From an optimization exercise on the open Yosys and OpenROAD flow, aimed at small area and a short achievable clock period; shortcuts taken in it are not production practice.
RTL that was checked went through simulation tests only; none was proved equivalent to the original.
No activity file was given, so power comes from the tool's default toggle rates.

==> module CPU_div4, before the edit <==
module CPU_div4 #(parameter W = 2) (
    input  [15:0] rin,
    input  [1:0]  abits,
    input  [15:0] b,
    input  [17:0] b3,
    output [1:0]  q,
    output [15:0] rout
);
    wire [W-1:0] x;
    generate
        if (W == 2) begin : g2
            assign x = abits;
        end else begin : gn
            assign x = {rin[W-3:0], abits};
        end
    endgenerate
    wire bz1, bz2;
    generate
        if (W < 16) begin : gb
            assign bz1 = ~|b[15:W];
        end else begin : gb16
            assign bz1 = 1'b1;
        end
    endgenerate
    assign bz2 = ~|b[15:W-1];
    wire bz3 = b <= ((1 << W) - 1) / 3;
    wire [W:0] d1 = {1'b0, x} - {1'b0, b[W-1:0]};
    wire [W:0] d2 = {1'b0, x} - {1'b0, b[W-2:0], 1'b0};
    wire [W:0] d3 = {1'b0, x} - {1'b0, b3[W-1:0]};
    wire ge1 = bz1 & ~d1[W];
    wire ge2 = bz2 & ~d2[W];
    wire ge3 = bz3 & ~d3[W];
    assign q = {ge2, ge3 | (ge1 & ~ge2)};
    wire [W-1:0] mhi = ge3 ? d3[W-1:0] : d2[W-1:0];
    wire [W-1:0] mlo = ge1 ? d1[W-1:0] : x;
    generate
        if (W < 16) begin : gz
            assign rout[15:W] = {(16-W){1'b0}};
        end
    endgenerate
    assign rout[W-1:0] = ge2 ? mhi : mlo;
endmodule
==> module CPU, before the edit <==
module CPU (
    input clk,
    input reset,
    input [18:0] instruction,
    input [15:0] data_in,
    output reg [15:0] data_out,
    output [15:0] address,
    output reg mem_read,
    output reg mem_write
);
    localparam N1 = 2;
    localparam N2 = 6;
    localparam K1 = 2 * N1;
    localparam K2 = 2 * N2;
    reg [15:0] registers [0:15];
    wire [3:0] opcode = instruction[18:15];
    wire [3:0] rs = instruction[14:11];
    wire [3:0] rt = instruction[10:7];
    wire [3:0] rd = instruction[6:3];
    wire [11:0] addr = instruction[14:3];
    wire op_load  = opcode == 4'b1010;
    wire op_store = opcode == 4'b1011;
    wire op_call  = opcode == 4'b1111;
    wire [15:0] ra = registers[rs];
    wire [15:0] rb = registers[rt];
    wire [17:0] rb3 = {2'b0, rb} + {1'b0, rb, 1'b0};
    wire [15:0] rem1 [0:N1];
    wire [K1-1:0] q1;
    assign rem1[0] = 16'b0;
    genvar j;
    generate
        for (j = 1; j <= N1; j = j + 1) begin : s1
            CPU_div4 #(.W(2*j)) st (.rin(rem1[j-1]), .abits(ra[17-2*j:16-2*j]), .b(rb), .b3(rb3),
                .q(q1[K1-2*j+1:K1-2*j]), .rout(rem1[j]));
        end
    endgenerate
    reg [15:0] A2, B2;
    reg [K1-1:0] r2, q2;
    reg [3:0] op2;
    wire [17:0] B3_2 = {2'b0, B2} + {1'b0, B2, 1'b0};
    wire [15:0] rem2 [N1:N2];
    wire [K2-K1-1:0] qm;
    assign rem2[N1] = {{(16-K1){1'b0}}, r2};
    generate
        for (j = N1 + 1; j <= N2; j = j + 1) begin : s2
            CPU_div4 #(.W(2*j)) st (.rin(rem2[j-1]), .abits(A2[17-2*j:16-2*j]), .b(B2), .b3(B3_2),
                .q(qm[K2-2*j+1:K2-2*j]), .rout(rem2[j]));
        end
    endgenerate
    wire is_add = op2 == 4'd0;
    wire is_sub = op2 == 4'd1;
    wire is_mul = op2 == 4'd2;
    wire is_div = op2 == 4'd3;
    wire is_inc = op2 == 4'd4;
    wire is_dec = op2 == 4'd5;
    wire is_and = op2 == 4'd6;
    wire is_or  = op2 == 4'd7;
    wire is_xor = op2 == 4'd8;
    wire is_not = op2 == 4'd9;
    wire [15:0] addend = is_sub ? ~B2 : is_inc ? 16'h0000 : is_dec ? 16'hFFFF : B2;
    wire [15:0] sum = A2 + addend + {15'b0, is_sub | is_inc};
    wire [15:0] prod = A2 * B2;
    wire [15:0] res2 =
          ({16{is_add | is_sub | is_inc | is_dec}} & sum)
        | ({16{is_mul}} & prod)
        | ({16{is_div}} & {q2, qm, A2[15-K2:0]})
        | ({16{is_and}} & (A2 & B2))
        | ({16{is_or}}  & (A2 | B2))
        | ({16{is_xor}} & (A2 ^ B2))
        | ({16{is_not}} & ~A2);
    reg [15:0] qa3, b3;
    reg [17:0] b3x3;
    reg [K2-1:0] r3;
    reg div3;
    reg sel3;            
    reg [15:0] addr_hold;
    reg ex_zero;         
    wire [15:0] rem3 [N2:8];
    wire [15-K2:0] ql;
    assign rem3[N2] = {{(16-K2){1'b0}}, r3};
    generate
        for (j = N2 + 1; j <= 8; j = j + 1) begin : s3
            CPU_div4 #(.W(2*j)) st (.rin(rem3[j-1]), .abits(qa3[17-2*j:16-2*j]), .b(b3), .b3(b3x3),
                .q(ql[17-2*j:16-2*j]), .rout(rem3[j]));
        end
    endgenerate
    wire [15:0] ex_res = div3 ? {qa3[15:16-K2], ql} : qa3;
    assign address = sel3 ? ex_res : addr_hold;
    reg [3:0] EXdst, WBdst;
    reg [15:0] WBres;
    reg [15:0] PC;
    wire [15:0] pc_inc = PC + 16'd1;
    always @(posedge clk or posedge reset) begin
        if (reset) begin
            op2 <= 4'b1010;
            EXdst <= 4'b0;
            WBdst <= 4'b0;
            WBres <= 16'b0;
            PC <= 16'b0;
        end else begin
            op2 <= opcode;
            EXdst <= rd;
            WBdst <= EXdst;
            WBres <= ex_zero ? 16'b0 : ex_res;
            case (opcode)
                4'b1100, 4'b1111: PC <= {4'b0, addr};
                4'b1101: if (ra == rb) PC <= {4'b0, addr};
                4'b1110: if (ra != rb) PC <= {4'b0, addr};
                default: PC <= pc_inc;
            endcase
        end
    end
    always @(posedge clk or posedge reset) begin
        if (reset)
            ex_zero <= 1'b1;
        else
            ex_zero <= 1'b0;
    end
    always @(posedge clk) begin
        A2 <= ra;
        B2 <= rb;
        r2 <= rem1[N1][K1-1:0];
        q2 <= q1;
        qa3 <= res2;
        b3 <= B2;
        b3x3 <= B3_2;
        r3 <= rem2[N2][K2-1:0];
        div3 <= is_div;
        sel3 <= ~reset & (op_load | op_store);
        addr_hold <= address;
    end
    always @(posedge clk) begin
        if (!reset) begin
            if (op_load) begin
                mem_read <= 1'b1;
            end else if (op_store) begin
                mem_write <= 1'b1;
                data_out <= rb;
            end else begin
                mem_read <= 1'b0;
                mem_write <= 1'b0;
            end
            if (op_call)
                registers[15] <= pc_inc;
            if (!op_store)
                registers[WBdst] <= WBres;
        end
    end
endmodule
Settings: LEC_CHECK=0, CAP_MARGIN=20, CORE_MARGIN=2, CORE_UTILIZATION=40, SLEW_MARGIN=20; clock period 28.0 ns.
run.sh (not shown) runs the stock make flow with config.mk's settings and CLKGATE_MAP_FILE= SYNTH_SCRIPT=/design/flow/synth_recipe.tcl, a recipe that flattens the netlist after the stock synthesis.
Next try:
--- a/flow/design.v
+++ b/flow/design.v
@@ -23,7 +23,7 @@
         end
     endgenerate
     assign bz2 = ~|b[15:W-1];
-    wire bz3 = b <= ((1 << W) - 1) / 3;
+    wire bz3 = ~|b3[17:W];
     wire [W:0] d1 = {1'b0, x} - {1'b0, b[W-1:0]};
     wire [W:0] d2 = {1'b0, x} - {1'b0, b[W-2:0], 1'b0};
     wire [W:0] d3 = {1'b0, x} - {1'b0, b3[W-1:0]};
@@ -50,7 +50,7 @@
     output reg mem_read,
     output reg mem_write
 );
-    localparam N1 = 2;
+    localparam N1 = 1;
     localparam N2 = 6;
     localparam K1 = 2 * N1;
     localparam K2 = 2 * N2;
@@ -77,9 +77,9 @@
         end
     endgenerate
     reg [15:0] A2, B2;
+    reg [17:0] B3_2;
     reg [K1-1:0] r2, q2;
     reg [3:0] op2;
-    wire [17:0] B3_2 = {2'b0, B2} + {1'b0, B2, 1'b0};
     wire [15:0] rem2 [N1:N2];
     wire [K2-K1-1:0] qm;
     assign rem2[N1] = {{(16-K1){1'b0}}, r2};
@@ -130,25 +130,32 @@
     assign address = sel3 ? ex_res : addr_hold;
     reg [3:0] EXdst, WBdst;
     reg [15:0] WBres;
-    reg [15:0] PC;
-    wire [15:0] pc_inc = PC + 16'd1;
+    reg [15:0] pc_base;
+    reg [11:0] pc_tgt;
+    reg [1:0] pc_mode;   
+    wire eq2 = A2 == B2;
+    wire pc_taken = pc_mode == 2'd1 | (pc_mode == 2'd2 & eq2) | (pc_mode == 2'd3 & ~eq2);
+    wire [15:0] pc = pc_taken ? {4'b0, pc_tgt} : pc_base;
+    wire [15:0] pc_inc = pc + 16'd1;
     always @(posedge clk or posedge reset) begin
         if (reset) begin
             op2 <= 4'b1010;
             EXdst <= 4'b0;
             WBdst <= 4'b0;
             WBres <= 16'b0;
-            PC <= 16'b0;
+            pc_base <= 16'b0;
+            pc_mode <= 2'd0;
         end else begin
             op2 <= opcode;
             EXdst <= rd;
             WBdst <= EXdst;
             WBres <= ex_zero ? 16'b0 : ex_res;
+            pc_base <= (opcode == 4'b1101 || opcode == 4'b1110) ? pc : pc_inc;
             case (opcode)
-                4'b1100, 4'b1111: PC <= {4'b0, addr};
-                4'b1101: if (ra == rb) PC <= {4'b0, addr};
-                4'b1110: if (ra != rb) PC <= {4'b0, addr};
-                default: PC <= pc_inc;
+                4'b1100, 4'b1111: pc_mode <= 2'd1;
+                4'b1101: pc_mode <= 2'd2;
+                4'b1110: pc_mode <= 2'd3;
+                default: pc_mode <= 2'd0;
             endcase
         end
     end
@@ -161,8 +168,10 @@
     always @(posedge clk) begin
         A2 <= ra;
         B2 <= rb;
+        B3_2 <= rb3;
         r2 <= rem1[N1][K1-1:0];
         q2 <= q1;
+        pc_tgt <= addr;
         qa3 <= res2;
         b3 <= B2;
         b3x3 <= B3_2;
What happened: Final area climbs by 1.4%. Register-to-register slack is worse by 430 ps. Global-route usage is about the same. First-iteration DRC count went up by 5.1%. Setup slack loses 61 ps. Final cell count goes down by 1.3%. Via count came out lower by 1.5%. Die area came out higher by 0.47%. Clock power grows by 15%. Power rises by 12%. Critical path depth increases by 25. Utilization came out higher by 0.13 points. Clock skew went up by 20 ps. Area after synthesis climbs by 0.47%.
Function not checked in the first run of this note: the RTL went through the layout flow alone.

-- what the ideal ports hide --
The results above use ideal ports. As a check the final layouts listed here were re-extracted and re-timed, cells and wires unchanged.
Step 1 (the two cells are an assumption about what drives the block):
set clk [get_ports {clk}]
set_driving_cell -lib_cell sky130_fd_sc_hd__clkbuf_16 $clk
set_driving_cell -lib_cell sky130_fd_sc_hd__buf_2 [delete_from_list [all_inputs] $clk]
Step 2 moves the port delays by t, midway between the first and last clock arrival at a register: inputs arrive t later, outputs are due t later. That takes back most of the time a late clock gives input paths.
Three values: ideal ports, drivers, drivers and shift; two values: the first two.
| run | shift t [ns] | slack for setup (ns) | worst slew at a driven data input, ns | cell pins on the clock port's net |
|---|---|---|---|---|
| the first run | 0.631 | 15.228 / 15.166 / 15.597 | 0.07 | 1 |
| the second run | 0.678 | 15.167 / 15.167 / 15.167 | 0.03 | 1 |
After both steps setup and hold are still met in every run listed.
